Source: an optimization exercise on an open RTL-to-GDS flow (aim: small area). Production flows keep margins and buffers that such runs may drop.
At most, simulation tests tie the RTL to the original design; equivalence was not proved.
Function not checked in runs 2 to 6: the RTL went through the layout flow alone.
Power is estimated from default activity; no workload was simulated.

===== flow/config.mk =====
export PLATFORM = sky130hd
export DESIGN_NAME = ecc_codec
export DESIGN_NICKNAME = ecc_codec
export VERILOG_FILES = /design/flow/design.v
export SDC_FILE = /design/flow/constraint.sdc
export NUM_CORES = 4
export LEC_CHECK = 0
export CAP_MARGIN = 20
export CORE_MARGIN = 2
export CORE_UTILIZATION = 40
export CTS_CLUSTER_DIAMETER = 80
export CTS_CLUSTER_SIZE = 20
export SLEW_MARGIN = 20

===== flow/flow/run.sh =====
#!/bin/bash
# The standard layout, with the smallest buffer (buf_1) on every input and output port.
set -euo pipefail
export BUFFER_PORTS_ARGS="-buffer_cell sky130_fd_sc_hd__buf_1"
bash standard.sh > standard_flow.log 2>&1

===== flow/design.v =====
module ecc_enc (
  input  [71:0] d_i,
  output [79:0] q_o
);
  wire e0 = d_i[11] ^ d_i[12];
  wire e1 = d_i[13] ^ d_i[14];
  wire e2 = d_i[15] ^ d_i[16];
  wire e3 = d_i[17] ^ d_i[18];
  wire e4 = d_i[19] ^ d_i[20];
  wire e5 = d_i[21] ^ d_i[22];
  wire e6 = d_i[23] ^ d_i[24];
  wire e7 = d_i[25] ^ d_i[41];
  wire e8 = d_i[42] ^ d_i[43];
  wire e9 = d_i[44] ^ d_i[45];
  wire e10 = d_i[46] ^ d_i[47];
  wire e11 = d_i[48] ^ d_i[49];
  wire e12 = d_i[50] ^ d_i[51];
  wire e13 = d_i[52] ^ d_i[53];
  wire e14 = d_i[54] ^ d_i[55];
  wire e15 = e0 ^ e1;
  wire e16 = e2 ^ e3;
  wire e17 = e4 ^ e5;
  wire e18 = e6 ^ e7;
  wire e19 = e8 ^ e9;
  wire e20 = e10 ^ e11;
  wire e21 = e12 ^ e13;
  wire e22 = e14 ^ d_i[56];
  wire e23 = e15 ^ e16;
  wire e24 = e17 ^ e18;
  wire e25 = e19 ^ e20;
  wire e26 = e21 ^ e22;
  wire e27 = e23 ^ e24;
  wire e28 = e25 ^ e26;
  wire e29 = e27 ^ e28;
  wire e30 = d_i[0] ^ d_i[13];
  wire e31 = d_i[1] ^ d_i[15];
  wire e32 = d_i[2] ^ d_i[16];
  wire e33 = d_i[3] ^ d_i[17];
  wire e34 = d_i[4] ^ d_i[19];
  wire e35 = d_i[5] ^ d_i[20];
  wire e36 = d_i[6] ^ d_i[21];
  wire e37 = d_i[7] ^ d_i[22];
  wire e38 = d_i[8] ^ d_i[23];
  wire e39 = d_i[9] ^ d_i[24];
  wire e40 = d_i[10] ^ d_i[25];
  wire e41 = d_i[26] ^ d_i[42];
  wire e42 = d_i[27] ^ d_i[43];
  wire e43 = d_i[28] ^ d_i[44];
  wire e44 = d_i[29] ^ d_i[45];
  wire e45 = d_i[30] ^ d_i[46];
  wire e46 = d_i[31] ^ d_i[47];
  wire e47 = d_i[32] ^ d_i[48];
  wire e48 = d_i[33] ^ d_i[49];
  wire e49 = d_i[34] ^ d_i[50];
  wire e50 = d_i[35] ^ d_i[51];
  wire e51 = d_i[36] ^ d_i[52];
  wire e52 = d_i[37] ^ d_i[53];
  wire e53 = d_i[38] ^ d_i[54];
  wire e54 = d_i[39] ^ d_i[55];
  wire e55 = d_i[40] ^ d_i[56];
  wire e56 = d_i[41] ^ e41;
  wire e57 = e42 ^ e43;
  wire e58 = e44 ^ e45;
  wire e59 = e46 ^ e47;
  wire e60 = e48 ^ e49;
  wire e61 = e50 ^ e51;
  wire e62 = e52 ^ e53;
  wire e63 = e54 ^ e55;
  wire e64 = e56 ^ e57;
  wire e65 = e58 ^ e59;
  wire e66 = e60 ^ e61;
  wire e67 = e62 ^ e63;
  wire e68 = e64 ^ e65;
  wire e69 = e66 ^ e67;
  wire e70 = e68 ^ e69;
  wire e71 = d_i[11] ^ e41;
  wire e72 = d_i[12] ^ e42;
  wire e73 = e30 ^ e43;
  wire e74 = d_i[14] ^ e44;
  wire e75 = e31 ^ e45;
  wire e76 = e32 ^ e46;
  wire e77 = e33 ^ e47;
  wire e78 = d_i[18] ^ e48;
  wire e79 = e34 ^ e49;
  wire e80 = e35 ^ e50;
  wire e81 = e36 ^ e51;
  wire e82 = e37 ^ e52;
  wire e83 = e38 ^ e53;
  wire e84 = e39 ^ e54;
  wire e85 = e40 ^ e55;
  wire e86 = d_i[57] ^ d_i[58];
  wire e87 = d_i[59] ^ d_i[60];
  wire e88 = d_i[61] ^ d_i[62];
  wire e89 = d_i[63] ^ d_i[64];
  wire e90 = d_i[65] ^ d_i[66];
  wire e91 = d_i[67] ^ d_i[68];
  wire e92 = d_i[69] ^ d_i[70];
  wire e93 = e86 ^ e87;
  wire e94 = e88 ^ e89;
  wire e95 = e90 ^ e91;
  wire e96 = e92 ^ d_i[71];
  wire e97 = e93 ^ e94;
  wire e98 = e95 ^ e96;
  wire e99 = e97 ^ e98;
  wire e100 = e71 ^ d_i[57];
  wire e101 = e72 ^ d_i[58];
  wire e102 = e73 ^ d_i[59];
  wire e103 = e74 ^ d_i[60];
  wire e104 = e75 ^ d_i[61];
  wire e105 = e76 ^ d_i[62];
  wire e106 = e77 ^ d_i[63];
  wire e107 = e78 ^ d_i[64];
  wire e108 = e79 ^ d_i[65];
  wire e109 = e80 ^ d_i[66];
  wire e110 = e81 ^ d_i[67];
  wire e111 = e82 ^ d_i[68];
  wire e112 = e83 ^ d_i[69];
  wire e113 = e84 ^ d_i[70];
  wire e114 = e85 ^ d_i[71];
  wire e115 = e100 ^ e102;
  wire e116 = e104 ^ e106;
  wire e117 = e108 ^ e110;
  wire e118 = e112 ^ e114;
  wire e119 = e115 ^ e116;
  wire e120 = e117 ^ e118;
  wire e121 = e119 ^ e120;
  wire e122 = d_i[41] ^ e100;
  wire e123 = e101 ^ e102;
  wire e124 = e103 ^ e104;
  wire e125 = e105 ^ e106;
  wire e126 = e107 ^ e108;
  wire e127 = e109 ^ e110;
  wire e128 = e111 ^ e112;
  wire e129 = e113 ^ e114;
  wire e130 = e123 ^ e125;
  wire e131 = e127 ^ e129;
  wire e132 = e130 ^ e131;
  wire e133 = e122 ^ e123;
  wire e134 = e124 ^ e125;
  wire e135 = e126 ^ e127;
  wire e136 = e128 ^ e129;
  wire e137 = e134 ^ e136;
  wire e138 = e133 ^ e134;
  wire e139 = e135 ^ e136;
  wire e140 = e138 ^ e139;
  wire e141 = e140 ^ e121;
  wire e142 = e132 ^ e137;
  wire e143 = e139 ^ e29;
  wire e144 = e70 ^ e99;
  wire e145 = e141 ^ e142;
  wire e146 = e143 ^ e144;
  wire e147 = e145 ^ e146;
  assign q_o[2] = d_i[0];
  assign q_o[4] = d_i[1];
  assign q_o[5] = d_i[2];
  assign q_o[6] = d_i[3];
  assign q_o[8] = d_i[4];
  assign q_o[9] = d_i[5];
  assign q_o[10] = d_i[6];
  assign q_o[11] = d_i[7];
  assign q_o[12] = d_i[8];
  assign q_o[13] = d_i[9];
  assign q_o[14] = d_i[10];
  assign q_o[16] = d_i[11];
  assign q_o[17] = d_i[12];
  assign q_o[18] = d_i[13];
  assign q_o[19] = d_i[14];
  assign q_o[20] = d_i[15];
  assign q_o[21] = d_i[16];
  assign q_o[22] = d_i[17];
  assign q_o[23] = d_i[18];
  assign q_o[24] = d_i[19];
  assign q_o[25] = d_i[20];
  assign q_o[26] = d_i[21];
  assign q_o[27] = d_i[22];
  assign q_o[28] = d_i[23];
  assign q_o[29] = d_i[24];
  assign q_o[30] = d_i[25];
  assign q_o[32] = d_i[26];
  assign q_o[33] = d_i[27];
  assign q_o[34] = d_i[28];
  assign q_o[35] = d_i[29];
  assign q_o[36] = d_i[30];
  assign q_o[37] = d_i[31];
  assign q_o[38] = d_i[32];
  assign q_o[39] = d_i[33];
  assign q_o[40] = d_i[34];
  assign q_o[41] = d_i[35];
  assign q_o[42] = d_i[36];
  assign q_o[43] = d_i[37];
  assign q_o[44] = d_i[38];
  assign q_o[45] = d_i[39];
  assign q_o[46] = d_i[40];
  assign q_o[47] = d_i[41];
  assign q_o[48] = d_i[42];
  assign q_o[49] = d_i[43];
  assign q_o[50] = d_i[44];
  assign q_o[51] = d_i[45];
  assign q_o[52] = d_i[46];
  assign q_o[53] = d_i[47];
  assign q_o[54] = d_i[48];
  assign q_o[55] = d_i[49];
  assign q_o[56] = d_i[50];
  assign q_o[57] = d_i[51];
  assign q_o[58] = d_i[52];
  assign q_o[59] = d_i[53];
  assign q_o[60] = d_i[54];
  assign q_o[61] = d_i[55];
  assign q_o[62] = d_i[56];
  assign q_o[64] = d_i[57];
  assign q_o[65] = d_i[58];
  assign q_o[66] = d_i[59];
  assign q_o[67] = d_i[60];
  assign q_o[68] = d_i[61];
  assign q_o[69] = d_i[62];
  assign q_o[70] = d_i[63];
  assign q_o[71] = d_i[64];
  assign q_o[72] = d_i[65];
  assign q_o[73] = d_i[66];
  assign q_o[74] = d_i[67];
  assign q_o[75] = d_i[68];
  assign q_o[76] = d_i[69];
  assign q_o[77] = d_i[70];
  assign q_o[78] = d_i[71];
  assign q_o[0] = e121;
  assign q_o[1] = e132;
  assign q_o[3] = e137;
  assign q_o[7] = e139;
  assign q_o[15] = e29;
  assign q_o[31] = e70;
  assign q_o[63] = e99;
  assign q_o[79] = e147;
endmodule
module ecc_dec (
  input             rst_ni,
  input             clk_i,
  input             clkena_i,
  input      [79:0] d_i,
  output reg [71:0] q_o,
  output     [7:0]  syndrome_o,
  output            sb_err_o,
  output            db_err_o,
  output            sb_fix_o
);
  wire x0 = d_i[0] ^ d_i[2];
  wire x1 = d_i[4] ^ d_i[6];
  wire x2 = d_i[8] ^ d_i[10];
  wire x3 = d_i[12] ^ d_i[14];
  wire x4 = d_i[16] ^ d_i[18];
  wire x5 = d_i[20] ^ d_i[22];
  wire x6 = d_i[24] ^ d_i[26];
  wire x7 = d_i[28] ^ d_i[30];
  wire x8 = d_i[32] ^ d_i[34];
  wire x9 = d_i[36] ^ d_i[38];
  wire x10 = d_i[40] ^ d_i[42];
  wire x11 = d_i[44] ^ d_i[46];
  wire x12 = d_i[48] ^ d_i[50];
  wire x13 = d_i[52] ^ d_i[54];
  wire x14 = d_i[56] ^ d_i[58];
  wire x15 = d_i[60] ^ d_i[62];
  wire x16 = d_i[64] ^ d_i[66];
  wire x17 = d_i[68] ^ d_i[70];
  wire x18 = d_i[72] ^ d_i[74];
  wire x19 = d_i[76] ^ d_i[78];
  wire x20 = x0 ^ x1;
  wire x21 = x2 ^ x3;
  wire x22 = x4 ^ x5;
  wire x23 = x6 ^ x7;
  wire x24 = x8 ^ x9;
  wire x25 = x10 ^ x11;
  wire x26 = x12 ^ x13;
  wire x27 = x14 ^ x15;
  wire x28 = x16 ^ x17;
  wire x29 = x18 ^ x19;
  wire x30 = x20 ^ x21;
  wire x31 = x22 ^ x23;
  wire x32 = x24 ^ x25;
  wire x33 = x26 ^ x27;
  wire x34 = x28 ^ x29;
  wire x35 = x30 ^ x31;
  wire x36 = x32 ^ x33;
  wire x37 = x35 ^ x36;
  wire x38 = x37 ^ x34;
  wire x39 = d_i[79] ^ d_i[0];
  wire x40 = d_i[1] ^ d_i[2];
  wire x41 = d_i[3] ^ d_i[4];
  wire x42 = d_i[5] ^ d_i[6];
  wire x43 = d_i[7] ^ d_i[8];
  wire x44 = d_i[9] ^ d_i[10];
  wire x45 = d_i[11] ^ d_i[12];
  wire x46 = d_i[13] ^ d_i[14];
  wire x47 = d_i[15] ^ d_i[16];
  wire x48 = d_i[17] ^ d_i[18];
  wire x49 = d_i[19] ^ d_i[20];
  wire x50 = d_i[21] ^ d_i[22];
  wire x51 = d_i[23] ^ d_i[24];
  wire x52 = d_i[25] ^ d_i[26];
  wire x53 = d_i[27] ^ d_i[28];
  wire x54 = d_i[29] ^ d_i[30];
  wire x55 = d_i[31] ^ d_i[32];
  wire x56 = d_i[33] ^ d_i[34];
  wire x57 = d_i[35] ^ d_i[36];
  wire x58 = d_i[37] ^ d_i[38];
  wire x59 = d_i[39] ^ d_i[40];
  wire x60 = d_i[41] ^ d_i[42];
  wire x61 = d_i[43] ^ d_i[44];
  wire x62 = d_i[45] ^ d_i[46];
  wire x63 = d_i[47] ^ d_i[48];
  wire x64 = d_i[49] ^ d_i[50];
  wire x65 = d_i[51] ^ d_i[52];
  wire x66 = d_i[53] ^ d_i[54];
  wire x67 = d_i[55] ^ d_i[56];
  wire x68 = d_i[57] ^ d_i[58];
  wire x69 = d_i[59] ^ d_i[60];
  wire x70 = d_i[61] ^ d_i[62];
  wire x71 = d_i[63] ^ d_i[64];
  wire x72 = d_i[65] ^ d_i[66];
  wire x73 = d_i[67] ^ d_i[68];
  wire x74 = d_i[69] ^ d_i[70];
  wire x75 = d_i[71] ^ d_i[72];
  wire x76 = d_i[73] ^ d_i[74];
  wire x77 = d_i[75] ^ d_i[76];
  wire x78 = d_i[77] ^ d_i[78];
  wire x79 = x40 ^ x42;
  wire x80 = x44 ^ x46;
  wire x81 = x48 ^ x50;
  wire x82 = x52 ^ x54;
  wire x83 = x56 ^ x58;
  wire x84 = x60 ^ x62;
  wire x85 = x64 ^ x66;
  wire x86 = x68 ^ x70;
  wire x87 = x72 ^ x74;
  wire x88 = x76 ^ x78;
  wire x89 = x79 ^ x80;
  wire x90 = x81 ^ x82;
  wire x91 = x83 ^ x84;
  wire x92 = x85 ^ x86;
  wire x93 = x87 ^ x88;
  wire x94 = x89 ^ x90;
  wire x95 = x91 ^ x92;
  wire x96 = x94 ^ x95;
  wire x97 = x96 ^ x93;
  wire x98 = x39 ^ x40;
  wire x99 = x41 ^ x42;
  wire x100 = x43 ^ x44;
  wire x101 = x45 ^ x46;
  wire x102 = x47 ^ x48;
  wire x103 = x49 ^ x50;
  wire x104 = x51 ^ x52;
  wire x105 = x53 ^ x54;
  wire x106 = x55 ^ x56;
  wire x107 = x57 ^ x58;
  wire x108 = x59 ^ x60;
  wire x109 = x61 ^ x62;
  wire x110 = x63 ^ x64;
  wire x111 = x65 ^ x66;
  wire x112 = x67 ^ x68;
  wire x113 = x69 ^ x70;
  wire x114 = x71 ^ x72;
  wire x115 = x73 ^ x74;
  wire x116 = x75 ^ x76;
  wire x117 = x77 ^ x78;
  wire x118 = x99 ^ x101;
  wire x119 = x103 ^ x105;
  wire x120 = x107 ^ x109;
  wire x121 = x111 ^ x113;
  wire x122 = x115 ^ x117;
  wire x123 = x118 ^ x119;
  wire x124 = x120 ^ x121;
  wire x125 = x123 ^ x124;
  wire x126 = x125 ^ x122;
  wire x127 = x98 ^ x99;
  wire x128 = x100 ^ x101;
  wire x129 = x102 ^ x103;
  wire x130 = x104 ^ x105;
  wire x131 = x106 ^ x107;
  wire x132 = x108 ^ x109;
  wire x133 = x110 ^ x111;
  wire x134 = x112 ^ x113;
  wire x135 = x114 ^ x115;
  wire x136 = x116 ^ x117;
  wire x137 = x128 ^ x130;
  wire x138 = x132 ^ x134;
  wire x139 = x137 ^ x138;
  wire x140 = x139 ^ x136;
  wire x141 = x127 ^ x128;
  wire x142 = x129 ^ x130;
  wire x143 = x131 ^ x132;
  wire x144 = x133 ^ x134;
  wire x145 = x135 ^ x136;
  wire x146 = x142 ^ x144;
  wire x147 = x141 ^ x142;
  wire x148 = x143 ^ x144;
  wire x149 = x147 ^ x148;
  wire x150 = x149 ^ x145;
  wire [6:0] syn = {x145, x148, x146, x140, x126, x97, x38};
  wire [71:0] dat = {d_i[78], d_i[77], d_i[76], d_i[75], d_i[74], d_i[73], d_i[72], d_i[71], d_i[70], d_i[69], d_i[68], d_i[67], d_i[66], d_i[65], d_i[64], d_i[62], d_i[61], d_i[60], d_i[59], d_i[58], d_i[57], d_i[56], d_i[55], d_i[54], d_i[53], d_i[52], d_i[51], d_i[50], d_i[49], d_i[48], d_i[47], d_i[46], d_i[45], d_i[44], d_i[43], d_i[42], d_i[41], d_i[40], d_i[39], d_i[38], d_i[37], d_i[36], d_i[35], d_i[34], d_i[33], d_i[32], d_i[30], d_i[29], d_i[28], d_i[27], d_i[26], d_i[25], d_i[24], d_i[23], d_i[22], d_i[21], d_i[20], d_i[19], d_i[18], d_i[17], d_i[16], d_i[14], d_i[13], d_i[12], d_i[11], d_i[10], d_i[9], d_i[8], d_i[6], d_i[5], d_i[4], d_i[2]};
  reg [71:0] d1;
  reg [6:0]  s1;
  reg        p1;
  reg [6:0]  s2;
  reg        p2;
  wire [7:0] lo = 8'd1 << s1[2:0];
  wire [9:0] hi;
  genvar u;
  generate for (u = 0; u < 10; u = u + 1) begin : g_hi
    assign hi[u] = (s1[6:3] == u);
  end endgenerate
  wire [71:0] fix;
  assign fix[0] = hi[0] & lo[3];
  assign fix[1] = hi[0] & lo[5];
  assign fix[2] = hi[0] & lo[6];
  assign fix[3] = hi[0] & lo[7];
  assign fix[4] = hi[1] & lo[1];
  assign fix[5] = hi[1] & lo[2];
  assign fix[6] = hi[1] & lo[3];
  assign fix[7] = hi[1] & lo[4];
  assign fix[8] = hi[1] & lo[5];
  assign fix[9] = hi[1] & lo[6];
  assign fix[10] = hi[1] & lo[7];
  assign fix[11] = hi[2] & lo[1];
  assign fix[12] = hi[2] & lo[2];
  assign fix[13] = hi[2] & lo[3];
  assign fix[14] = hi[2] & lo[4];
  assign fix[15] = hi[2] & lo[5];
  assign fix[16] = hi[2] & lo[6];
  assign fix[17] = hi[2] & lo[7];
  assign fix[18] = hi[3] & lo[0];
  assign fix[19] = hi[3] & lo[1];
  assign fix[20] = hi[3] & lo[2];
  assign fix[21] = hi[3] & lo[3];
  assign fix[22] = hi[3] & lo[4];
  assign fix[23] = hi[3] & lo[5];
  assign fix[24] = hi[3] & lo[6];
  assign fix[25] = hi[3] & lo[7];
  assign fix[26] = hi[4] & lo[1];
  assign fix[27] = hi[4] & lo[2];
  assign fix[28] = hi[4] & lo[3];
  assign fix[29] = hi[4] & lo[4];
  assign fix[30] = hi[4] & lo[5];
  assign fix[31] = hi[4] & lo[6];
  assign fix[32] = hi[4] & lo[7];
  assign fix[33] = hi[5] & lo[0];
  assign fix[34] = hi[5] & lo[1];
  assign fix[35] = hi[5] & lo[2];
  assign fix[36] = hi[5] & lo[3];
  assign fix[37] = hi[5] & lo[4];
  assign fix[38] = hi[5] & lo[5];
  assign fix[39] = hi[5] & lo[6];
  assign fix[40] = hi[5] & lo[7];
  assign fix[41] = hi[6] & lo[0];
  assign fix[42] = hi[6] & lo[1];
  assign fix[43] = hi[6] & lo[2];
  assign fix[44] = hi[6] & lo[3];
  assign fix[45] = hi[6] & lo[4];
  assign fix[46] = hi[6] & lo[5];
  assign fix[47] = hi[6] & lo[6];
  assign fix[48] = hi[6] & lo[7];
  assign fix[49] = hi[7] & lo[0];
  assign fix[50] = hi[7] & lo[1];
  assign fix[51] = hi[7] & lo[2];
  assign fix[52] = hi[7] & lo[3];
  assign fix[53] = hi[7] & lo[4];
  assign fix[54] = hi[7] & lo[5];
  assign fix[55] = hi[7] & lo[6];
  assign fix[56] = hi[7] & lo[7];
  assign fix[57] = hi[8] & lo[1];
  assign fix[58] = hi[8] & lo[2];
  assign fix[59] = hi[8] & lo[3];
  assign fix[60] = hi[8] & lo[4];
  assign fix[61] = hi[8] & lo[5];
  assign fix[62] = hi[8] & lo[6];
  assign fix[63] = hi[8] & lo[7];
  assign fix[64] = hi[9] & lo[0];
  assign fix[65] = hi[9] & lo[1];
  assign fix[66] = hi[9] & lo[2];
  assign fix[67] = hi[9] & lo[3];
  assign fix[68] = hi[9] & lo[4];
  assign fix[69] = hi[9] & lo[5];
  assign fix[70] = hi[9] & lo[6];
  assign fix[71] = hi[9] & lo[7];
  always @(posedge clk_i)
    if (clkena_i) begin
      d1 <= dat; s1 <= syn; p1 <= x150;
    end
  reg v1;
  always @(posedge clk_i or negedge rst_ni)
    if (!rst_ni)        v1 <= 1'b0;
    else if (clkena_i) v1 <= 1'b1;
  wire ld   = clkena_i & v1;
  wire hold = ~clkena_i;
  always @(posedge clk_i or negedge rst_ni)
    if (!rst_ni) begin
      q_o <= 72'h0; s2 <= 7'h0; p2 <= 1'b0;
    end else begin
      q_o <= ({72{ld}} & (d1 ^ fix)) | ({72{hold}} & q_o);
      s2  <= ({7{ld}} & s1) | ({7{hold}} & s2);
      p2  <= (ld & p1) | (hold & p2);
    end
  wire nz = |s2;
  wire pow2 = ~|(s2 & (s2 - 7'd1));
  assign syndrome_o = {p2, s2};
  assign sb_err_o   =  p2 & nz;
  assign db_err_o   = ~p2 & nz;
  assign sb_fix_o   =  p2 & nz & ~pow2;
endmodule
module ecc_codec (
  input  logic        clk,
  input  logic        rst_n,      
  input  logic        en,         
  input  logic [71:0] enc_d,      
  output logic [79:0] enc_q,      
  input  logic [79:0] dec_d,      
  output logic [71:0] dec_q,      
  output logic [7:0]  dec_syndrome,
  output logic        dec_sb_err,
  output logic        dec_db_err,
  output logic        dec_sb_fix
);
  logic [71:0] enc_r;
  always_ff @(posedge clk or negedge rst_n)
    if (!rst_n)  enc_r <= 72'h0;
    else if (en) enc_r <= enc_d;
  ecc_enc enc_inst (
    .d_i ( enc_r ),
    .q_o ( enc_q ));
  ecc_dec dec_inst (
    .rst_ni     ( rst_n        ),
    .clk_i      ( clk          ),
    .clkena_i   ( en           ),
    .d_i        ( dec_d        ),
    .q_o        ( dec_q        ),
    .syndrome_o ( dec_syndrome ),
    .sb_err_o   ( dec_sb_err   ),
    .db_err_o   ( dec_db_err   ),
    .sb_fix_o   ( dec_sb_fix   ));
endmodule

===== flow/standard.sh =====
#!/bin/bash
# synth_recipe.tcl (not shown) runs the flow's synth.tcl, then flattens the netlist and writes it again
# the make line also repeats each setting of config.mk as NAME=value (left out here)
make -C /OpenROAD-flow-scripts/flow DESIGN_CONFIG=/design/flow/config.mk WORK_HOME=/design/flow/orfs CLKGATE_MAP_FILE= SYNTH_SCRIPT=/design/flow/synth_recipe.tcl "${@:-finish}"

===== flow/constraint.sdc =====
create_clock -name core_clock -period 4.0 [get_ports {clk}]
set_input_delay 0.8000 -clock core_clock [delete_from_list [all_inputs] [get_ports {clk}]]
set_output_delay 0.8000 -clock core_clock [all_outputs]
set_load 0.01 [all_outputs]

==> flow_summary.yaml, run 1 <==
floorplan:
  std_cell_rows: 63
  pin_count: 318
  coreArea_mm2: 0.0296
  floorplan.initialDensity_pct: 40.4
  dieWidth_um: 177
  die_y_um: 177
  die_area_mm2: 0.0313
timing:
  timing.clock.skew_ps: 31.1
  timing.final.crit_period_ps: 3820
  postLayoutSetupSlackWorst_ps: 180
  rsz0062_at_grt: "no"
  timing.final.crit_share_pct: 95.5
  finalHoldWorstSlack_ps: 314
  report.final.setup_viol: 0
  highest_achievable_clock_rate_ghz: 0.262
  fin_setup_tns_ps: 0
  slew_viol_final: 0
  timing_worst_slew_pin_value_ps: 1160
  report.final.hold_viol_count: 0
  timing.slew.headroom_pct: 22.3
critical_path:
  crit_path_max_incr_delay_ps: 440
  critical_path.reg2reg.endpoint: "dec_inst.q_o[4]"
  critPathSlowestCell: "xnor3_1"
  critical_path_launch_point_type: "flop"
  reg2reg_from: "dec_inst.s1[4]"
  critical_path.endpoint_type: "output pin"
  cp_top_family: "XOR/XNOR gates"
  arrival_ps: 3020
  worst_endpoint_required_time_ps: 3200
  cp_cell_sequence: "xor2_1 -> xnor2_1 -> xnor2_1 -> xnor2_1 -> xor2_2 -> xnor3_1 -> xnor3_1 -> clkbuf_2"
  timing.setup.critical_path_class: "reg2out"
  r2r_cells: 5
  crit_buf_inv: 1
  timing.critical_path.fanout_max: 4
  crit_path_frequent_cell: "xnor2_1"
  rrSetupSlack_ps: 1830
clock_tree:
  insertion_delay_ps: 510
  cts_buffer_depth: 3
  cts_num_sinks: 233
  clk_root_buf: "clkbuf_16"
  cts_tree: "built"
  worst_setup_hold_path_clk_slew_ps: 90
  htreeDepth: 1
  cts_made_buffers: 17
  cts_hold_buf: 0
global_route:
  grt_first_pass_wirelength_um: 49000
  number_of_global_route_vias_before_repair: 8062
  global_route.usage.total_pct: 21.0
  overflow: 0
  maximum_number_of_pins_on_one_net_before_global_route_repair: 93
  antenna_found_initial: 1
power_and_ir_drop:
  fin_total_pwr_mw: 9.61
  ir_drop_mv: 0.642
  power_density_cells_mw_per_mm2: 676
  p_leak_nw: 5.37
placement:
  pre_cts_ws_ps: 621
  dpl.hpwl_um: 25400
  io_buffers: 317
  gp_congestion: 0.825
  post-place-cells: 1654
synthesis:
  synth.ff_latch_count: 233
  synthesis.area_per_instance_um2: 12.2
  postSynthCellCount: 978
  async_reset_ff_share_pct: 65.7
  netlist_area_before_placement_mm2: 0.0119
  yosys_most_used_dff: "dfrtp_1"
  synth_enable_flop_cells: 80
  synth.yosys.seq_area_share_pct: 52.2
  yosys_cell_types: 29
  synth-warning-count: 2
  synthesis.nets: 1133
cells_and_area:
  final_nets: 1442
  share_of_cells_above_drive_strength_1_pct: 10.3
  syn_to_final_growth_pct: 19.1
  nFillCells: 2771
  final_instance_count_excl_fillers: 1689
detailed_routing:
  detail_route.vias_per_cell: 4.79
  dr_total_vias: 8089
  drt_first_iter_violations: 473
  drc: 0
  drtAntennaViolNets: 0
  detailedRoute.firstPassIterationCount: 6
  routed_wirelength_um: 33800
  routed_wire_length_per_instance_um: 20.0
status:
  run_status: "complete, no violations"
job:
  maxCapViolCount: 0
worst_hold_path:
  holdCritPathClass: "in2async"
==> sequential cells by signal, indices dropped and copies added (netlist names) <==
name          flops
dec_inst.d1      72
dec_inst.q_o     72
enc_r            72
dec_inst.s1       7
dec_inst.s2       7
dec_inst.p1       1
dec_inst.p2       1
dec_inst.v1       1
==> Yosys cell counts, types with 4 or more instances <==
cell type / number / share of area, %
xnor3_1: 16 / 3.0
nand2b_1: 4 / 0.21
xor2_1: 108 / 7.9
xnor2_1: 220 / 16
o22ai_1: 72 / 3.8
dfrtp_1: 153 / 32
mux2_2: 72 / 6.8
o21ai_0: 10 / 0.42
buf_4: 9 / 0.57
nand3_1: 9 / 0.38
clkbuf_1: 31 / 0.97
xnor2_2: 5 / 0.68
inv_1: 80 / 2.5
edfxtp_1: 80 / 20
nand2_1: 75 / 2.4
nor3_1: 9 / 0.38
nor2_1: 8 / 0.25
==> worst register-to-register path: cells and delay by family (launching register included) <==
family,cells,cell delay [ps]
flops,1,500
xor+xnor,1,200
compound gates,1,90
simple gates,3,1230
==> metrics by stage <==
step | util, % | area, um^2
2_1_floorplan | - | 11900
3_3_place_gp | 46.0 | 13600
3_5_place_dp | 46.0 | 13600
4_1_cts | 47.8 | 14100
5_1_grt | 48.1 | 14200
6_report | 48.1 | 14200
==> per-layer routing <==
| layer | routed length [um] | track usage [%] | share of wire, % |
|---|---|---|---|
| met4 | 829 | 5.51 | 2.5 |
| met1 | 14900 | 28.7 | 44 |
| met5 | 0 | 0 | 0 |
| met2 | 15800 | 34.4 | 47 |
| met3 | 2190 | 3.91 | 6.5 |
==> where the power goes <==
group / total [mW] / internal, mW / switching [mW]
Clock: 1.78 / 0.893 / 0.890
Combinational: 4.68 / 2.30 / 2.38
Sequential: 3.15 / 2.84 / 0.304
==> final cells by class <==
class	count	area, um^2	area share, %
sequential	233	6230	43.8
multi-input combinational	624	5300	37.3
timing repair buffer	331	1350	9.52
tap	390	488	3.43
clock buffer	23	458	3.22
inverter	80	300	2.11
clock inverter	6	83.8	0.590
antenna	2	5.00	0.0352
==> cell usage in the layout, fill, tap and decap left out, types with 5 or more instances in the layout <==
master / netlist / final
inv_1: 80 / 80
clkbuf_16: 0 / 17
o22ai_1: 72 / 72
buf_1: 1 / 314
buf_4: 9 / 10
dfrtp_1: 153 / 153
clkbuf_1: 31 / 5
mux2_2: 72 / 72
xnor2_2: 5 / 11
nand3_1: 9 / 9
nand2_1: 75 / 74
edfxtp_1: 80 / 80
nor3_1: 9 / 8
xor2_1: 108 / 107
nor2_1: 8 / 8
xnor2_1: 220 / 214
o21ai_0: 10 / 10
xnor3_1: 16 / 16
==> timing repair <==
item	4_1_cts	5_1_grt
setup endpoints to repair	0	1
resized for setup	0	8
buffers inserted	0	4
hold endpoints to repair	0	0
==> cells by family after synthesis <==
| logic type | synth area share, % |
|---|---|
| xor+xnor | 28.5 |
| buf+inv | 4.09 |
| simple gates | 4.06 |
| mux | 6.79 |
| compound gates | 4.38 |
| flops | 52.2 |
==> worst max-delay path by stage <==
stage / from / cells after the start / to
after floorplan: enc_r[71] / 7 / enc_q[79]
after global placement: enc_r[67] / 7 / enc_q[79]
after detailed placement: enc_r[63] / 7 / enc_q[79]
after CTS: enc_r[63] / 7 / enc_q[79]
after global routing: enc_r[67] / 7 / enc_q[79]
final: enc_r[13] / 8 / enc_q[79]
==> inputs of run 2 (changes only) <==
--- a/flow/design.v
+++ b/flow/design.v
@@ -480,21 +480,11 @@
   assign fix[70] = hi[9] & lo[6];
   assign fix[71] = hi[9] & lo[7];
-  always @(posedge clk_i)
-    if (clkena_i) begin
-      d1 <= dat; s1 <= syn; p1 <= x150;
-    end
-  reg v1;
-  always @(posedge clk_i or negedge rst_ni)
-    if (!rst_ni)        v1 <= 1'b0;
-    else if (clkena_i) v1 <= 1'b1;
-  wire ld   = clkena_i & v1;
-  wire hold = ~clkena_i;
   always @(posedge clk_i or negedge rst_ni)
     if (!rst_ni) begin
+      d1 <= 72'h0; s1 <= 7'h0; p1 <= 1'b0;
       q_o <= 72'h0; s2 <= 7'h0; p2 <= 1'b0;
-    end else begin
-      q_o <= ({72{ld}} & (d1 ^ fix)) | ({72{hold}} & q_o);
-      s2  <= ({7{ld}} & s1) | ({7{hold}} & s2);
-      p2  <= (ld & p1) | (hold & p2);
+    end else if (clkena_i) begin
+      d1 <= dat; s1 <= syn; p1 <= x150;
+      q_o <= d1 ^ fix; s2 <= s1; p2 <= p1;
     end
   wire nz = |s2;
--- a/flow/config.mk
+++ b/flow/config.mk
@@ -9,5 +9,3 @@
 export CORE_MARGIN = 2
 export CORE_UTILIZATION = 40
-export CTS_CLUSTER_DIAMETER = 80
-export CTS_CLUSTER_SIZE = 20
 export SLEW_MARGIN = 20
==> run 2 against run 1 <==
- still clean
- register-to-register slack improved by 40 ps
- maximum frequency is 2.3% lower
- via count rose by 5.8%
- critical path depth is the same
- clock skew shrank 20 ps
- synthesized cell count is 8.5% higher
- total power grew 5.3%
- worst hold slack improved by 100 ps
- sequential share of layout area down 5.0 points
==> flow_summary.yaml, run 2 <==
detailed_routing:
  drt_first_iter_violations: 316
  drc: 0
  drtAntennaViolNets: 0
  routed_wire_length_per_instance_um: 19.2
  routed_wirelength_um: 34300
  dr_total_vias: 8560
  detail_route.vias_per_cell: 4.78
  detailedRoute.firstPassIterationCount: 4
global_route:
  global_route.usage.total_pct: 21.0
  antenna_found_initial: 2
  overflow: 0
  number_of_global_route_vias_before_repair: 8824
  grt_first_pass_wirelength_um: 52700
  maximum_number_of_pins_on_one_net_before_global_route_repair: 58
synthesis:
  synth_area_leaders: "dfrtp_1 47%, xnor2_1 16%, mux2_2 14%"
  commonest_cells_in_the_synthesized_netlist: "232 x dfrtp_1, 226 x xnor2_1, 152 x mux2_2, 105 x xor2_1, 89 x nor2_1"
  netlist.area_leader.share_pct: 47.0
  synth.ff_latch_count: 232
  synthesis.area_per_instance_um2: 11.6
  leading_cell_type_by_number_of_instances_after_synthesis: "dfrtp_1"
  yosys_most_used_dff: "dfrtp_1"
  synth.yosys.seq_area_share_pct: 47.0
  yosys_cell_types: 27
  netlist_area_before_placement_mm2: 0.0124
  synthesis.nets: 1216
  synth_enable_flop_cells: 0
  async_reset_ff_share_pct: 100
  postSynthCellCount: 1061
  synthDominantAreaCellType: "dfrtp_1"
  synth-warning-count: 2
cells_and_area:
  final_common_cell: "buf_1"
  post-route-cell-area_mm2: 0.0150
  syn_to_final_growth_pct: 21.1
  final_cell_mix: "315 x buf_1, 232 x dfrtp_1, 223 x xnor2_1"
  core_occupancy_in_the_finished_layout_pct: 49.1
  final_nets: 1532
  share_of_cells_above_drive_strength_1_pct: 16.8
  num_antenna_cells: 0
  biggestRegsByFlops: "dec_inst.d1: 72 flops, dec_inst.q_o: 72 flops, enc_r: 72 flops"
  nFillCells: 2858
  multi_input_combinational_cell_area_mm2: 0.00637
  area.sequential_mm2: 0.00581
timing:
  timing.final.crit_share_pct: 97.7
  slew_viol_final: 0
  report.final.hold_viol_count: 0
  highest_achievable_clock_rate_ghz: 0.256
  fin_setup_tns_ps: 0
  timing_worst_slew_pin_value_ps: 1140
  timing.slew.headroom_pct: 23.1
  rsz0062_at_grt: "no"
  timing.final.crit_period_ps: 3910
  timing.clock.skew_ps: 11.5
  report.final.setup_viol: 0
placement:
  io_buffers: 317
  dpl.hpwl_um: 26400
  dpl-instance-area_mm2: 0.0141
  gp_congestion: 0.836
critical_path:
  arrival_ps: 3110
  crit_buf_inv: 1
  critical_path_launch_point_type: "flop"
  timing.setup.critical_path_class: "reg2out"
  crit_path_max_incr_delay_ps: 500
  cp_top_family: "XOR/XNOR gates"
  crit_path_frequent_cell: "xnor2_2"
  worst_endpoint_required_time_ps: 3200
  critical_path.endpoint_type: "output pin"
  critPathSlowestCell: "xnor3_2"
  cp_cell_sequence: "xnor3_2 -> xnor2_2 -> xor2_2 -> xnor2_1 -> xnor2_2 -> xor3_1 -> xnor3_1 -> buf_1"
  timing.critical_path.fanout_max: 4
floorplan:
  die_y_um: 180
  pin_count: 318
  coreArea_mm2: 0.0305
  dieWidth_um: 180
  std_cell_rows: 64
  die_area_mm2: 0.0323
  floorplan.initialDensity_pct: 40.5
clock_tree:
  post-cts-setup-buffers: 0
  clk_root_buf: "clkbuf_16"
  htreeDepth: 1
  cts_tree: "built"
  insertion_delay_ps: 530
  worst_setup_hold_path_clk_slew_ps: 60
  cts_buffer_depth: 3
  cts_hold_buf: 0
  cts_made_buffers: 27
  cts_num_sinks: 232
power_and_ir_drop:
  power_density_cells_mw_per_mm2: 676
  fin_total_pwr_mw: 10.1
  p_leak_nw: 5.69
  ir_drop_mv: 0.796
job:
  maxCapViolCount: 0
status:
  run_status: "complete, no violations"
worst_hold_path:
  holdCritPathClass: "in2async"
## run 2: cell types whose count changed after synthesis, moves of 6 or more
cell and change:
nand3_1 -9, xnor2_1 +6, clkbuf_1 +6, o22ai_1 -72, o21ai_0 -9, dfrtp_1 +79
edfxtp_1 -80, inv_1 -80, xnor3_1 -8, a21oi_1 +78, nor2_1 +81, mux2_2 +80
## run 2: worst register-to-register path, delay by kind of cell, from the launching register on
kind             cells  cell delay, ps
AND/OR/NAND/NOR      3            1180
flip-flops           1             490
AO/OA/AOI/OAI        1              90
XOR/XNOR             1             230
## run 2: area by class of cell
class                           count  area share, %
Tap cell                          396           3.31
Sequential cell                   232           38.8
Multi-Input combinational cell    780           42.6
Clock inverter                      8          0.652
Clock buffer                       39           5.15
Timing Repair Buffer              336           9.54
## run 2: worst paths after layout
path / start / end / slack [ps] / cells after the start
max in group asynchronous: rst_n / dec_inst.q_o[45] / 2730 / 2
min in group core_clock: enc_d[7] / enc_r[7] / 500 / 2
worst min-delay path: rst_n / dec_inst.d1[16] / 410 / 1
worst min register to register: dec_inst.p1 / dec_inst.p2 / 510 / 1
worst max-delay path: enc_r[66] / enc_q[79] / 90 / 8
worst max register to register: dec_inst.s1[3] / dec_inst.q_o[23] / 1870 / 5
## run 2: repair_timing
item                                    in CTS  in global routing
pin swaps                                    0                  1
endpoints found under the setup margin       1                  1
gates resized for setup                      1                  4
## run 2: cells by family after synthesis
family | after synthesis | synth area share (%)
AO/OA/AOI/OAI | 84 | 3.44
XOR/XNOR | 358 | 27.9
adder cells (fa/ha/maj) | 1 | 0.0810
buffers and inverters | 49 | 1.76
flip-flops | 232 | 47.0
multiplexers | 152 | 13.9
AND/OR/NAND/NOR | 185 | 5.98
## run 2: report_power, final
| group | internal, mW | switching (mW) | total [mW] |
|---|---|---|---|
| clock | 1.46 | 0.976 | 2.43 |
| sequential | 2.69 | 0.375 | 3.06 |
| combinational | 2.19 | 2.44 | 4.62 |
| total | 6.33 | 3.79 | 10.1 |
## run 2: per-stage QoR
stage                     setup WS [ps]  std cells  hold slack [ps]
after floorplan                     786       1061              480
after global placement              623       1744              497
after detailed placement            581       1744              493
after CTS                          24.5       1791              429
after global routing               7.97       1791              466
final                              91.3       1791              414
## run 2: per-layer routing
layer  share of wire (%)  up-vias  track usage (%)
met1                  43     4130             27.8
met5               0.055        -                0
li1                    -     4118                -
met3                 5.6       46             3.89
met2                  49      262             35.8
met4                 2.2        4             4.68
==> inputs of run 3 (changes only) <==
--- a/flow/config.mk
+++ b/flow/config.mk
@@ -6,4 +6,5 @@
 export NUM_CORES = 4
 export LEC_CHECK = 0
+export ABC_AREA = 1
 export CAP_MARGIN = 20
 export CORE_MARGIN = 2
==> run 3 against run 2 <==
- final area increased by 9.8%
- maximum frequency is 8.1% higher
- die area is 11% higher
- clock skew is 7.9 ps higher
- combinational power fell by 29%
- total power is 11% lower
- via count grew 45%
==> flow_summary.yaml, run 3 <==
synthesis:
  netlist_area_before_placement_mm2: 0.0137
  synth.ff_latch_count: 232
  leading_cell_type_by_number_of_instances_after_synthesis: "nand2_1"
  synth_enable_flop_cells: 0
  yosys_most_used_dff: "dfrtp_1"
  synth.yosys.seq_area_share_pct: 42.3
  synth-warning-count: 2
  async_reset_ff_share_pct: 100
  netlist.area_leader.share_pct: 42.3
  postSynthCellCount: 1864
  yosys_cell_types: 24
  synth_area_leaders: "dfrtp_1 42%, nand2_1 24%, xnor2_1 8.0%"
  commonest_cells_in_the_synthesized_netlist: "865 x nand2_1, 232 x dfrtp_1, 162 x o21ai_0, 137 x inv_1, 126 x xnor2_1"
  synthesis.nets: 2019
  synthesis.area_per_instance_um2: 7.36
  synthDominantAreaCellType: "dfrtp_1"
power_and_ir_drop:
  p_leak_nw: 7.91
  power_density_cells_mw_per_mm2: 551
  ir_drop_mv: 0.355
placement:
  io_buffers: 317
  pre_cts_ws_ps: 830
  gp_congestion: 0.873
  dpl.hpwl_um: 30500
cells_and_area:
  final_common_cell: "nand2_1"
  final_cell_mix: "865 x nand2_1, 315 x buf_1, 231 x dfrtp_1"
  core_occupancy_in_the_finished_layout_pct: 48.9
  syn_to_final_growth_pct: 19.8
  biggestRegsByFlops: "dec_inst.d1: 72 flops, dec_inst.q_o: 72 flops, enc_r: 72 flops"
  share_of_cells_above_drive_strength_1_pct: 4.26
  final_nets: 2318
timing:
  report.final.hold_viol_count: 0
  rsz0062_at_grt: "no"
  slew_viol_final: 0
  fin_setup_tns_ps: 0
  timing.final.crit_share_pct: 90.4
  report.final.setup_viol: 0
  timing.clock.skew_ps: 19.4
  timing.final.crit_period_ps: 3620
  postLayoutSetupSlackWorst_ps: 385
  timing_worst_slew_pin_value_ps: 1120
  timing.slew.headroom_pct: 24.7
  highest_achievable_clock_rate_ghz: 0.277
detailed_routing:
  drc: 0
  routed_wirelength_um: 40700
  drt_first_iter_violations: 772
  detail_route.vias_per_cell: 4.72
  detailedRoute.firstPassIterationCount: 8
  drtAntennaViolNets: 0
  dr_total_vias: 12400
  routed_wire_length_per_instance_um: 15.4
critical_path:
  rrSetupSlack_ps: 1720
  cp_cell_sequence: "inv_1 -> nand2_1 -> nand2_1 -> inv_1 -> nand2_1 -> nand2_1 -> nand2_1 -> nand2_1 -> inv_1 -> nand2_1 -> nand2_1 -> nand2_1 -> nand2_1 -> nand2_1 -> nand3_1 -> nand2_1 -> nand2_1 -> nand2_1 -> nand2_1 -> inv_1 -> nor2_2 -> buf_1"
  arrival_ps: 2820
  timing.critical_path.fanout_max: 5
  timing.setup.critical_path_class: "reg2out"
  critical_path.endpoint_type: "output pin"
  crit_path_frequent_cell: "nand2_1"
  worst_endpoint_required_time_ps: 3200
  critPathSlowestCell: "dfrtp_1"
  critical_path_launch_point_type: "flop"
  crit_path_max_incr_delay_ps: 490
clock_tree:
  cts_made_buffers: 28
  cts_num_sinks: 232
  htreeDepth: 1
  insertion_delay_ps: 560
  cts_tree: "built"
  worst_setup_hold_path_clk_slew_ps: 60
  cts_buffer_depth: 3
  clk_root_buf: "clkbuf_16"
floorplan:
  coreArea_mm2: 0.0336
  pin_count: 318
  dieWidth_um: 189
  die_area_mm2: 0.0358
  die_y_um: 189
  floorplan.initialDensity_pct: 40.8
  std_cell_rows: 67
global_route:
  maximum_number_of_pins_on_one_net_before_global_route_repair: 125
  grt_first_pass_wirelength_um: 63500
  global_route.usage.total_pct: 22.3
  number_of_global_route_vias_before_repair: 11800
  overflow: 0
  antenna_found_initial: 2
worst_hold_path:
  holdCritPathClass: "in2async"
status:
  run_status: "complete, no violations"
job:
  maxCapViolCount: 0
==> run 3: cell count changes after synthesis, moves of 7 or more <==
| cell | delta |
|---|---|
| o21ai_0 | +161 |
| clkbuf_1 | +9 |
| a31oi_1 | +10 |
| nand3_1 | +70 |
| nand2_1 | +789 |
| mux2_2 | -152 |
| inv_1 | +137 |
| xor2_1 | +16 |
| xnor3_1 | -8 |
| a21oi_1 | -79 |
| xnor2_1 | -100 |
| nor3_2 | +7 |
| nor2_1 | -49 |
==> run 3: per-layer routing <==
layer	vias to the layer above	track usage, %	wire length [um]
li1	6327	-	-
met1	5696	28.9	17500
met2	343	38.0	19300
met3	59	4.47	2810
met4	0	5.92	997
met5	-	0	0
==> run 3: area by class of cell <==
cell class,instances,area (um^2)
clock buffers,38,808
well taps,448,561
diodes,1,2.50
multi-input cells,1427,7120
flip-flops and latches,232,5810
clock inverters,14,214
repair buffers,334,1390
fillers,3424,17200
inverters,140,531
==> run 3: worst max-delay path, delay by kind of cell (launching register included) <==
family,cells,cell delay [ps]
buf+inv,5,580
simple gates,17,1200
flops,1,490
==> run 3: path summary, 6_finish.rpt <==
kind,cells past startpoint,endpoint,startpoint
max reg2reg,5,dec_inst.q_o[50],dec_inst.s1[0]
min in group core_clock,3,enc_r[70],enc_d[70]
max in group asynchronous,2,enc_r[15],rst_n
min,1,enc_r[54],rst_n
min reg2reg,2,dec_inst.q_o[55],dec_inst.q_o[55]
max,22,enc_q[79],enc_r[41]
==> run 3: power breakdown <==
group          internal (mW)  switching (mW)
sequential              2.66           0.307
combinational           1.10            2.17
clock                   1.74            1.07
total                   5.50            3.55
==> run 3: cells by family (layout without fill, tap and decap cells) <==
| family | after synthesis | after routing | synth area share, % |
|---|---|---|---|
| DFF | 232 | 232 | 42.3 |
| other | 0 | 1 | 0 |
| AOI/OAI and AO/OA | 176 | 176 | 6.56 |
| buffers and inverters | 205 | 526 | 5.90 |
| and+or+nand+nor | 995 | 995 | 28.4 |
| xor gates and xnor gates | 256 | 256 | 16.8 |
==> run 3: metrics by stage <==
step                cells  power [mW]  cell area [um^2]  hold slack, ps
finish               2634        9.05             16400             373
global placement     2581        6.23             15400             465
global route         2633        9.64             16400             417
detailed placement   2581        6.28             15400             475
CTS                  2633        9.13             16400             385
floorplan            1864        5.21             13700             453
==> run 3: repair_timing <==
action / in CTS / in global routing
hold buffers: 0 / 0
setup endpoints to repair: 0 / 1
resized for setup: 0 / 2
endpoints found under the hold margin: 0 / 0
setup buffers: 0 / 0
==> inputs of run 4 (changes only) <==
--- a/flow/config.mk
+++ b/flow/config.mk
@@ -6,7 +6,7 @@
 export NUM_CORES = 4
 export LEC_CHECK = 0
-export ABC_AREA = 1
 export CAP_MARGIN = 20
 export CORE_MARGIN = 2
 export CORE_UTILIZATION = 40
+export CTS_BUF_LIST = sky130_fd_sc_hd__clkbuf_4 sky130_fd_sc_hd__clkbuf_8
 export SLEW_MARGIN = 20
==> run 4 against run 3 <==
- global-route usage fell by 1.0 points
- die area down 9.7%
- sequential share of layout area is 3.4 points higher
- via count decreased by 30%
- worst setup slack worse by 280 ps
- clock power fell by 22%
- flip-flop and latch count unchanged
- first-iteration DRC count down 53%
- worst hold slack improved by 29 ps
- core utilization grew 0.19 points
- non-clock buffer count grew 3
==> flow_summary.yaml, run 4 <==
worst_hold_path:
  holdCritPathClass: "in2async"
cells_and_area:
  final_nets: 1548
  nFillCells: 2883
  biggestRegsByFlops: "dec_inst.d1: 72 flops, dec_inst.q_o: 72 flops, enc_r: 72 flops"
  share_of_cells_above_drive_strength_1_pct: 19.2
  final_common_cell: "buf_1"
  final_cell_mix: "315 x buf_1, 232 x dfrtp_1, 217 x xnor2_1"
  num_antenna_cells: 0
  final_instance_count_excl_fillers: 1814
  syn_to_final_growth_pct: 21.1
synthesis:
  netlist.area_leader.share_pct: 47.0
  synthDominantAreaCellType: "dfrtp_1"
  yosys_cell_types: 27
  async_reset_ff_share_pct: 100
  synth-compound-area-share_pct: 3.44
  commonest_cells_in_the_synthesized_netlist: "232 x dfrtp_1, 226 x xnor2_1, 152 x mux2_2, 105 x xor2_1, 89 x nor2_1"
  synth-warning-count: 2
  yosys.area_share.xor_xnor_pct: 27.9
  synth-simple-area-share_pct: 5.98
  synth_top_family_by_area: "XOR/XNOR gates"
  synthesis.nets: 1216
  netlist_area_before_placement_mm2: 0.0124
  yosys-mux-area-fraction_pct: 13.9
  synth-adder-area-share_pct: 0.0810
  leading_cell_type_by_number_of_instances_after_synthesis: "dfrtp_1"
  synth_enable_flop_cells: 0
  synthesis.area_per_instance_um2: 11.6
  postSynthCellCount: 1061
  synth.ff_latch_count: 232
  synth_area_leaders: "dfrtp_1 47%, xnor2_1 16%, mux2_2 14%"
  yosys_most_used_dff: "dfrtp_1"
  synth.yosys.seq_area_share_pct: 47.0
detailed_routing:
  detailedRoute.firstPassIterationCount: 4
  detail_route.vias_per_cell: 4.78
  routed_wirelength_um: 34800
  dr_total_vias: 8677
  drtAntennaViolNets: 0
  drt_first_iter_violations: 363
  drc: 0
  routed_wire_length_per_instance_um: 19.2
clock_tree:
  cts_buffer_depth: 3
  post-cts-setup-buffers: 0
  cts_made_buffers: 42
  cts_num_sinks: 232
  insertion_delay_ps: 560
  htreeDepth: 2
  cts_tree: "built"
  clk_root_buf: "clkbuf_8"
  worst_setup_hold_path_clk_slew_ps: 60
  cts_hold_buf: 0
critical_path:
  reg2reg_from: "dec_inst.s1[3]"
  arrival_ps: 3100
  worst_endpoint_required_time_ps: 3200
  timing.critical_path.to: "enc_q[79]"
  timing.critical_path.fanout_max: 4
  crit_path_max_incr_delay_ps: 530
  cp_cell_sequence: "xnor3_2 -> xnor2_4 -> xor2_2 -> xnor2_2 -> xnor2_2 -> xor3_1 -> xnor3_1 -> buf_1"
  crit_path_frequent_cell: "xnor2_2"
  timing.setup.critical_path_class: "reg2out"
  critical_path_launch_point_type: "flop"
  critical_path.reg2reg.endpoint: "dec_inst.q_o[23]"
  critPathSlowestCell: "xnor3_2"
  critical_path_source: "enc_r[66]"
  rrSetupSlack_ps: 1920
  r2r_cells: 5
  critical_path.endpoint_type: "output pin"
timing:
  report.final.setup_viol: 0
  timing.clock.skew_ps: 25.8
  timing_worst_slew_pin_value_ps: 1090
  timing.slew.headroom_pct: 26.8
  fin_setup_tns_ps: 0
  timing.final.crit_period_ps: 3900
  highest_achievable_clock_rate_ghz: 0.257
  slew_viol_final: 0
  timing.final.crit_share_pct: 97.4
  report.final.hold_viol_count: 0
global_route:
  number_of_global_route_vias_before_repair: 9002
  antenna_found_initial: 2
  global_route.usage.total_pct: 21.3
  grt_first_pass_wirelength_um: 53000
  maximum_number_of_pins_on_one_net_before_global_route_repair: 58
  overflow: 0
power_and_ir_drop:
  power_density_cells_mw_per_mm2: 663
  sw_frac_of_total_pct: 38.4
  p_leak_nw: 5.73
  p_seq_share_pct: 30.9
  net_switching_component_of_the_power_mw: 3.81
  internal_power_mw: 6.12
  power.clock.fraction_pct: 21.9
  ir_drop_mv: 0.797
  power.combinational.fraction_pct: 47.2
floorplan:
  std_cell_rows: 64
  coreArea_mm2: 0.0305
  die_y_um: 180
  pin_count: 318
  die_area_mm2: 0.0323
  dieWidth_um: 180
  floorplan.initialDensity_pct: 40.5
job:
  maxCapViolCount: 0
status:
  run_status: "complete, no violations"
placement:
  io_buffers: 317
  gp_congestion: 0.836
  post-place-cells: 1744
  dpl.hpwl_um: 26400
==> run 4: metal layers <==
layer  routed length (um)  vias to the layer above  GRT usage (%)  part of all wire [%]
met5                   21                        -              0                 0.060
met4                  667                        4           4.91                   1.9
met3                 2690                       55           5.04                   7.7
met2                16900                      289           36.0                    49
met1                14500                     4179           27.7                    42
li1                     -                     4150              -                     -
==> run 4: timing repair <==
item / 4_1_cts / 5_1_grt
pin swaps: 0 / 4
endpoints found under the setup margin: 1 / 1
gates resized for setup: 2 / 13
==> run 4: worst min path at each step <==
stage	startpoint	to	slack (ps)	cells after the start
final	rst_n	dec_inst.q_o[29]	400	1
after CTS	rst_n	dec_inst.d1[29]	410	1
after floorplan	dec_inst.p1	dec_inst.p2	480	1
after global placement	dec_inst.p1	dec_inst.p2	500	1
after global routing	rst_n	enc_r[64]	440	1
after detailed placement	dec_inst.p1	dec_inst.p2	490	1
==> run 4: layout make-up <==
type	instances	area (um^2)	share of cell area, %
sequential	232	5810	38.8
clock buffer	65	757	5.06
tap	396	495	3.31
clock inverter	4	28.8	0.192
multi-input combinational	780	6450	43.1
timing repair buffer	337	1430	9.57
==> run 4: cell families after synthesis <==
logic type	count (synthesis)
compound gates	84
simple gates	185
fa+ha+maj	1
flops	232
xor+xnor	358
buf+inv	49
mux	152
==> run 4: power by group through the flow <==
stage	clock [mW]	combinational, mW	sequential (mW)
global placement	0	4.57	3.09
floorplan	0	3.64	3.08
finish	2.18	4.68	3.07
detailed placement	0	4.58	3.10
global route	2.35	5.03	3.12
CTS	2.24	4.64	3.07
==> run 4: stage by stage <==
stage          power (mW)  hold slack [ps]  cell area [um^2]  setup slack (ps)  utilization [%]
2_1_floorplan        6.72              480             12400               786                -
3_3_place_gp         7.66              497             14100               623             46.1
3_5_place_dp         7.68              493             14100               581             46.1
4_1_cts              9.95              409             14900              11.6             48.7
6_report             9.92              402             15000               105             49.1
5_1_grt              10.5              438             15000             -17.5             49.1
==> run 4: critical path: cells and delay by family, from the launching register on <==
family                    cells  cell delay, ps
buffers and inverters         1             160
DFF                           1             410
xor gates and xnor gates      7            1980
==> inputs of run 5 (changes only) <==
--- a/flow/config.mk
+++ b/flow/config.mk
@@ -9,4 +9,5 @@
 export CORE_MARGIN = 2
 export CORE_UTILIZATION = 40
-export CTS_BUF_LIST = sky130_fd_sc_hd__clkbuf_4 sky130_fd_sc_hd__clkbuf_8
+export CTS_CLUSTER_DIAMETER = 100
+export CTS_CLUSTER_SIZE = 30
 export SLEW_MARGIN = 20
==> run 5 against run 4 <==
- still clean on timing, DRC and antenna
- die area unchanged
- worst hold slack better by 22 ps
- clock skew down 8.8 ps
- synthesized cell count unchanged
- critical path type unchanged
==> flow_summary.yaml, run 5 <==
cells_and_area:
  nFillCells: 2910
  final_common_cell: "buf_1"
  final_cell_mix: "315 x buf_1, 232 x dfrtp_1, 224 x xnor2_1"
  post-route-cell-area_mm2: 0.0145
  core_occupancy_in_the_finished_layout_pct: 47.5
  biggestRegsByFlops: "dec_inst.d1: 72 flops, dec_inst.q_o: 72 flops, enc_r: 72 flops"
  num_antenna_cells: 0
  final_instance_count_excl_fillers: 1764
  final_nets: 1518
  syn_to_final_growth_pct: 17.2
  share_of_cells_above_drive_strength_1_pct: 15.6
timing:
  timing.slew.headroom_pct: 23.8
  postLayoutSetupSlackWorst_ps: 134
  fin_setup_tns_ps: 0
  timing_worst_slew_pin_value_ps: 1130
  timing.final.crit_share_pct: 96.7
  timing.final.crit_period_ps: 3870
  timing.clock.skew_ps: 17.0
  report.final.setup_viol: 0
  highest_achievable_clock_rate_ghz: 0.259
  report.final.hold_viol_count: 0
  slew_viol_final: 0
placement:
  dpl-instance-area_mm2: 0.0141
  post-place-cells: 1744
  gp_congestion: 0.836
  io_buffers: 317
  pre_cts_ws_ps: 581
  dpl.hpwl_um: 26400
power_and_ir_drop:
  internal_power_mw: 5.51
  p_leak_nw: 5.46
  power_density_cells_mw_per_mm2: 629
  net_switching_component_of_the_power_mw: 3.61
  power.clock.fraction_pct: 16.2
  sw_frac_of_total_pct: 39.6
  ir_drop_mv: 0.781
  power.combinational.fraction_pct: 50.3
  p_seq_share_pct: 33.5
global_route:
  maximum_number_of_pins_on_one_net_before_global_route_repair: 58
  grt_first_pass_wirelength_um: 51900
  overflow: 0
  antenna_found_initial: 2
  global_route.usage.total_pct: 20.7
  number_of_global_route_vias_before_repair: 8655
critical_path:
  critical_path_launch_point_type: "flop"
  arrival_ps: 3070
  timing.critical_path.fanout_max: 4
  critical_path.endpoint_type: "output pin"
  timing.setup.critical_path_class: "reg2out"
  worst_endpoint_required_time_ps: 3200
detailed_routing:
  drt_first_iter_violations: 392
  routed_wire_length_per_instance_um: 19.3
  drtAntennaViolNets: 0
  detailedRoute.firstPassIterationCount: 5
  routed_wirelength_um: 34000
  dr_total_vias: 8462
  detail_route.vias_per_cell: 4.80
  drc: 0
floorplan:
  coreArea_mm2: 0.0305
  dieWidth_um: 180
  std_cell_rows: 64
  die_y_um: 180
  pin_count: 318
  floorplan.initialDensity_pct: 40.5
  die_area_mm2: 0.0323
clock_tree:
  cts_tree: "built"
  insertion_delay_ps: 490
  cts_num_sinks: 232
  htreeDepth: 1
  clk_root_buf: "clkbuf_16"
  cts_made_buffers: 12
  worst_setup_hold_path_clk_slew_ps: 120
  cts_hold_buf: 0
  cts_buffer_depth: 3
synthesis:
  async_reset_ff_share_pct: 100
  synthesis.area_per_instance_um2: 11.6
  netlist.area_leader.share_pct: 47.0
  synth_area_leaders: "dfrtp_1 47%, xnor2_1 16%, mux2_2 14%"
  synth_enable_flop_cells: 0
  netlist_area_before_placement_mm2: 0.0124
  commonest_cells_in_the_synthesized_netlist: "232 x dfrtp_1, 226 x xnor2_1, 152 x mux2_2, 105 x xor2_1, 89 x nor2_1"
  synthesis.nets: 1216
  synthDominantAreaCellType: "dfrtp_1"
  leading_cell_type_by_number_of_instances_after_synthesis: "dfrtp_1"
  postSynthCellCount: 1061
  yosys_cell_types: 27
  yosys_most_used_dff: "dfrtp_1"
  synth-warning-count: 2
  synth.yosys.seq_area_share_pct: 47.0
  synth.ff_latch_count: 232
worst_hold_path:
  holdCritPathClass: "in2async"
status:
  run_status: "complete, no violations"
job:
  maxCapViolCount: 0
[run 5: cell counts after synthesis]
Identical to the previous run, type by type.
[run 5: kinds of logic after synthesis]
family,count (synthesis),share of synthesized area [%]
adders and majority gates,1,0.0810
buffers and inverters,49,1.76
DFF,232,47.0
and+or+nand+nor,185,5.98
xor gates and xnor gates,358,27.9
muxes,152,13.9
AOI/OAI and AO/OA,84,3.44
[run 5: layout make-up]
type                       count  area, um^2  area share, %
multi-input combinational    780        6360           43.9
clock buffer                  15         353           2.44
timing repair buffer         337        1430           9.89
tap                          396         495           3.42
sequential                   232        5810           40.1
clock inverter                 4        42.5          0.294
[run 5: per-stage QoR]
step | hold slack [ps] | total power [mW]
CTS | 465 | 9.20
floorplan | 480 | 6.72
global route | 475 | 9.65
finish | 424 | 9.11
detailed placement | 493 | 7.68
global placement | 497 | 7.66
[run 5: power by group through the flow]
stage | Combinational (mW) | Clock (mW) | Sequential, mW
finish | 4.58 | 1.47 | 3.06
global route | 4.93 | 1.60 | 3.12
CTS | 4.62 | 1.52 | 3.06
detailed placement | 4.58 | 0 | 3.10
global placement | 4.57 | 0 | 3.09
floorplan | 3.64 | 0 | 3.08
[run 5: layer usage]
metal	GRT usage, %	share of wire, %	wire length, um	vias to the layer above
met5	0	0.062	21	-
met4	3.09	1.5	514	4
met3	4.03	5.8	1970	33
met2	35.5	49	16700	250
met1	27.6	43	14800	4107
li1	-	-	-	4068
[run 5: worst paths after layout]
kind,startpoint,end,depth (start not counted),slack (ps)
max,enc_r[66],enc_q[79],8,130
min reg2reg,dec_inst.p1,dec_inst.p2,1,520
min in group core_clock,dec_inst.p1,dec_inst.p2,1,520
max reg2reg,dec_inst.s1[3],dec_inst.q_o[23],5,1870
min,rst_n,dec_inst.q_o[14],1,420
max in group asynchronous,rst_n,dec_inst.q_o[45],2,2690
[run 5: timing repair]
item / in CTS / in global routing
resized for setup: 0 / 3
buffers inserted: 0 / 0
hold endpoints to repair: 0 / 0
setup endpoints to repair: 0 / 1
[run 5: worst max-delay path, stage by stage, from the launching register on]
cell and delay, ps:
dfrtp_1 430, xnor3_2 510, xnor2_2 190, xor2_1 240, xnor2_1 200, xnor2_2 170, xor3_1 260, xnor3_1 430
buf_1 170
==> inputs of run 6 (changes only) <==
--- a/flow/config.mk
+++ b/flow/config.mk
@@ -9,5 +9,5 @@
 export CORE_MARGIN = 2
 export CORE_UTILIZATION = 40
-export CTS_CLUSTER_DIAMETER = 100
-export CTS_CLUSTER_SIZE = 30
+export CTS_CLUSTER_DIAMETER = 80
+export CTS_CLUSTER_SIZE = 20
 export SLEW_MARGIN = 20
==> run 6 against run 5 <==
- still clean
- flip-flop and latch count unchanged
- core utilization increased by 0.46 points
- worst hold slack got worse by 16 ps
- worst setup slack got worse by 37 ps
- die area unchanged
- synthesized cell count unchanged
- clock-buffer cell count increased by 4
- critical path depth unchanged
- cell count increased by 0.45%
- highest routed layer unchanged
==> flow_summary.yaml, run 6 <==
synthesis:
  commonest_cells_in_the_synthesized_netlist: "232 x dfrtp_1, 226 x xnor2_1, 152 x mux2_2, 105 x xor2_1, 89 x nor2_1"
  leading_cell_type_by_number_of_instances_after_synthesis: "dfrtp_1"
  synth.yosys.seq_area_share_pct: 47.0
  yosys_cell_types: 27
  synth_enable_flop_cells: 0
  postSynthCellCount: 1061
  netlist.area_leader.share_pct: 47.0
  synthDominantAreaCellType: "dfrtp_1"
  netlist_area_before_placement_mm2: 0.0124
  synth.ff_latch_count: 232
  synth-warning-count: 2
  yosys_most_used_dff: "dfrtp_1"
  synthesis.nets: 1216
  synthesis.area_per_instance_um2: 11.6
  synth_area_leaders: "dfrtp_1 47%, xnor2_1 16%, mux2_2 14%"
  async_reset_ff_share_pct: 100
global_route:
  antenna_found_initial: 2
  global_route.usage.total_pct: 20.8
  overflow: 0
  maximum_number_of_pins_on_one_net_before_global_route_repair: 58
  number_of_global_route_vias_before_repair: 8748
  grt_first_pass_wirelength_um: 52300
power_and_ir_drop:
  sw_frac_of_total_pct: 39.3
  power.combinational.fraction_pct: 48.9
  internal_power_mw: 5.73
  power_density_cells_mw_per_mm2: 645
  p_seq_share_pct: 32.4
  power.clock.fraction_pct: 18.7
  ir_drop_mv: 0.803
  p_leak_nw: 5.52
  net_switching_component_of_the_power_mw: 3.70
  fin_total_pwr_mw: 9.43
timing:
  timing.slew.headroom_pct: 22.5
  postLayoutSetupSlackWorst_ps: 96.4
  report.final.hold_viol_count: 0
  timing.final.crit_period_ps: 3900
  timing.final.crit_share_pct: 97.6
  slew_viol_final: 0
  highest_achievable_clock_rate_ghz: 0.256
  report.final.setup_viol: 0
  timing.clock.skew_ps: 15.2
  timing_worst_slew_pin_value_ps: 1150
job:
  maxCapViolCount: 0
critical_path:
  r2r_cells: 5
  timing.setup.critical_path_class: "reg2out"
  critical_path_launch_point_type: "flop"
  critical_path.reg2reg.endpoint: "dec_inst.q_o[23]"
  worst_endpoint_required_time_ps: 3200
  rrSetupSlack_ps: 1890
  reg2reg_from: "dec_inst.s1[3]"
  arrival_ps: 3100
  timing.critical_path.fanout_max: 4
  critical_path.endpoint_type: "output pin"
detailed_routing:
  wl_met3_um: 2060
  drt-met1-wl_um: 14800
  detailedRoute.firstPassIterationCount: 4
  dr_total_vias: 8473
  drtAntennaViolNets: 0
  drt_first_iter_violations: 392
  routed_wire_length_per_instance_um: 19.3
  drc: 0
  met2RoutedLength_um: 16700
  routed_wirelength_um: 34100
  detail_route.vias_per_cell: 4.78
  dr.max_layer_used: "met5"
clock_tree:
  htreeDepth: 1
  insertion_delay_ps: 500
  clk_root_buf: "clkbuf_16"
  post-cts-setup-buffers: 0
  cts_made_buffers: 17
  cts_buffer_depth: 3
  cts_hold_buf: 0
  cts_num_sinks: 232
  worst_setup_hold_path_clk_slew_ps: 90
  cts_tree: "built"
  post_cts_resize_count: 0
cells_and_area:
  post-route-cell-area_mm2: 0.0146
  num_antenna_cells: 0
  final_nets: 1523
  final_cell_mix: "315 x buf_1, 232 x dfrtp_1, 224 x xnor2_1"
  share_of_cells_above_drive_strength_1_pct: 16.0
  final_instance_count_excl_fillers: 1772
  biggestRegsByFlops: "dec_inst.d1: 72 flops, dec_inst.q_o: 72 flops, enc_r: 72 flops"
  core_occupancy_in_the_finished_layout_pct: 47.9
  multi_input_combinational_cell_area_mm2: 0.00636
  final_common_cell: "buf_1"
  nFillCells: 2885
  syn_to_final_growth_pct: 18.3
  area.sequential_mm2: 0.00581
floorplan:
  dieWidth_um: 180
  die_area_mm2: 0.0323
  die_y_um: 180
  std_cell_rows: 64
  floorplan.initialDensity_pct: 40.5
  coreArea_mm2: 0.0305
  pin_count: 318
placement:
  dpl-instance-area_mm2: 0.0141
  pre_cts_ws_ps: 581
  gp_congestion: 0.836
  io_buffers: 317
  dpl.hpwl_um: 26400
  post-place-cells: 1744
worst_hold_path:
  holdCritPathClass: "in2async"
status:
  run_status: "complete, no violations"
## run 6: through the flow
step | setup TNS (ps) | hold slack (ps)
CTS | 0 | 452
detailed placement | 0 | 493
global placement | 0 | 497
floorplan | 0 | 480
finish | 0 | 408
global route | -10.2 | 470
## run 6: worst max-delay path: stages, from the launching register on
cell	delay, ps
dfrtp_1	420
xnor3_2	510
xnor2_2	190
xor2_2	200
xnor2_1	260
xnor2_2	170
xor3_1	260
xnor3_1	430
buf_1	170
## run 6: worst max path at each step
| stage | from | endpoint | slack, ps | cells past startpoint |
|---|---|---|---|---|
| 2_1_floorplan | enc_r[71] | enc_q[79] | 790 | 7 |
| 3_3_place_gp | enc_r[63] | enc_q[79] | 620 | 7 |
| 3_5_place_dp | enc_r[63] | enc_q[79] | 580 | 7 |
| 4_1_cts | enc_r[63] | enc_q[79] | 7 | 7 |
| 5_1_grt | enc_r[63] | enc_q[79] | -10 | 8 |
| 6_report | enc_r[66] | enc_q[79] | 100 | 8 |
## run 6: final cells by class
class | count | share of cell area [%]
Timing Repair Buffer | 337 | 9.80
Clock inverter | 8 | 0.650
Tap cell | 396 | 3.39
Clock buffer | 19 | 2.96
Sequential cell | 232 | 39.7
Multi-Input combinational cell | 780 | 43.5
## run 6: power groups by stage
stage / combinational [mW] / clock (mW) / sequential, mW
2_1_floorplan: 3.64 / 0 / 3.08
3_5_place_dp: 4.58 / 0 / 3.10
3_3_place_gp: 4.57 / 0 / 3.09
6_report: 4.61 / 1.76 / 3.06
4_1_cts: 4.62 / 1.83 / 3.06
5_1_grt: 4.94 / 1.91 / 3.12
## run 6: cells by family (layout without fill, tap and decap cells)
kind of cell,after synthesis,count (layout),synth area share (%)
xor gates and xnor gates,358,358,27.9
DFF,232,232,47.0
and+or+nand+nor,185,185,5.98
muxes,152,152,13.9
AOI/OAI and AO/OA,84,84,3.44
buffers and inverters,49,364,1.76
adders and majority gates,1,1,0.0810
## run 6: metal layers
metal,up-vias,global-route usage [%]
li1,4072,-
met1,4111,27.7
met2,248,35.6
met3,38,4.01
met4,4,3.71
met5,-,0

Setup slack of run 6, layout unchanged: 0.096 ns with ideal ports, 0.050 ns with driving cells assumed (clock clkbuf_16, inputs buf_2), 0.590 ns with port delays also shifted by the 0.540 ns mid clock arrival.
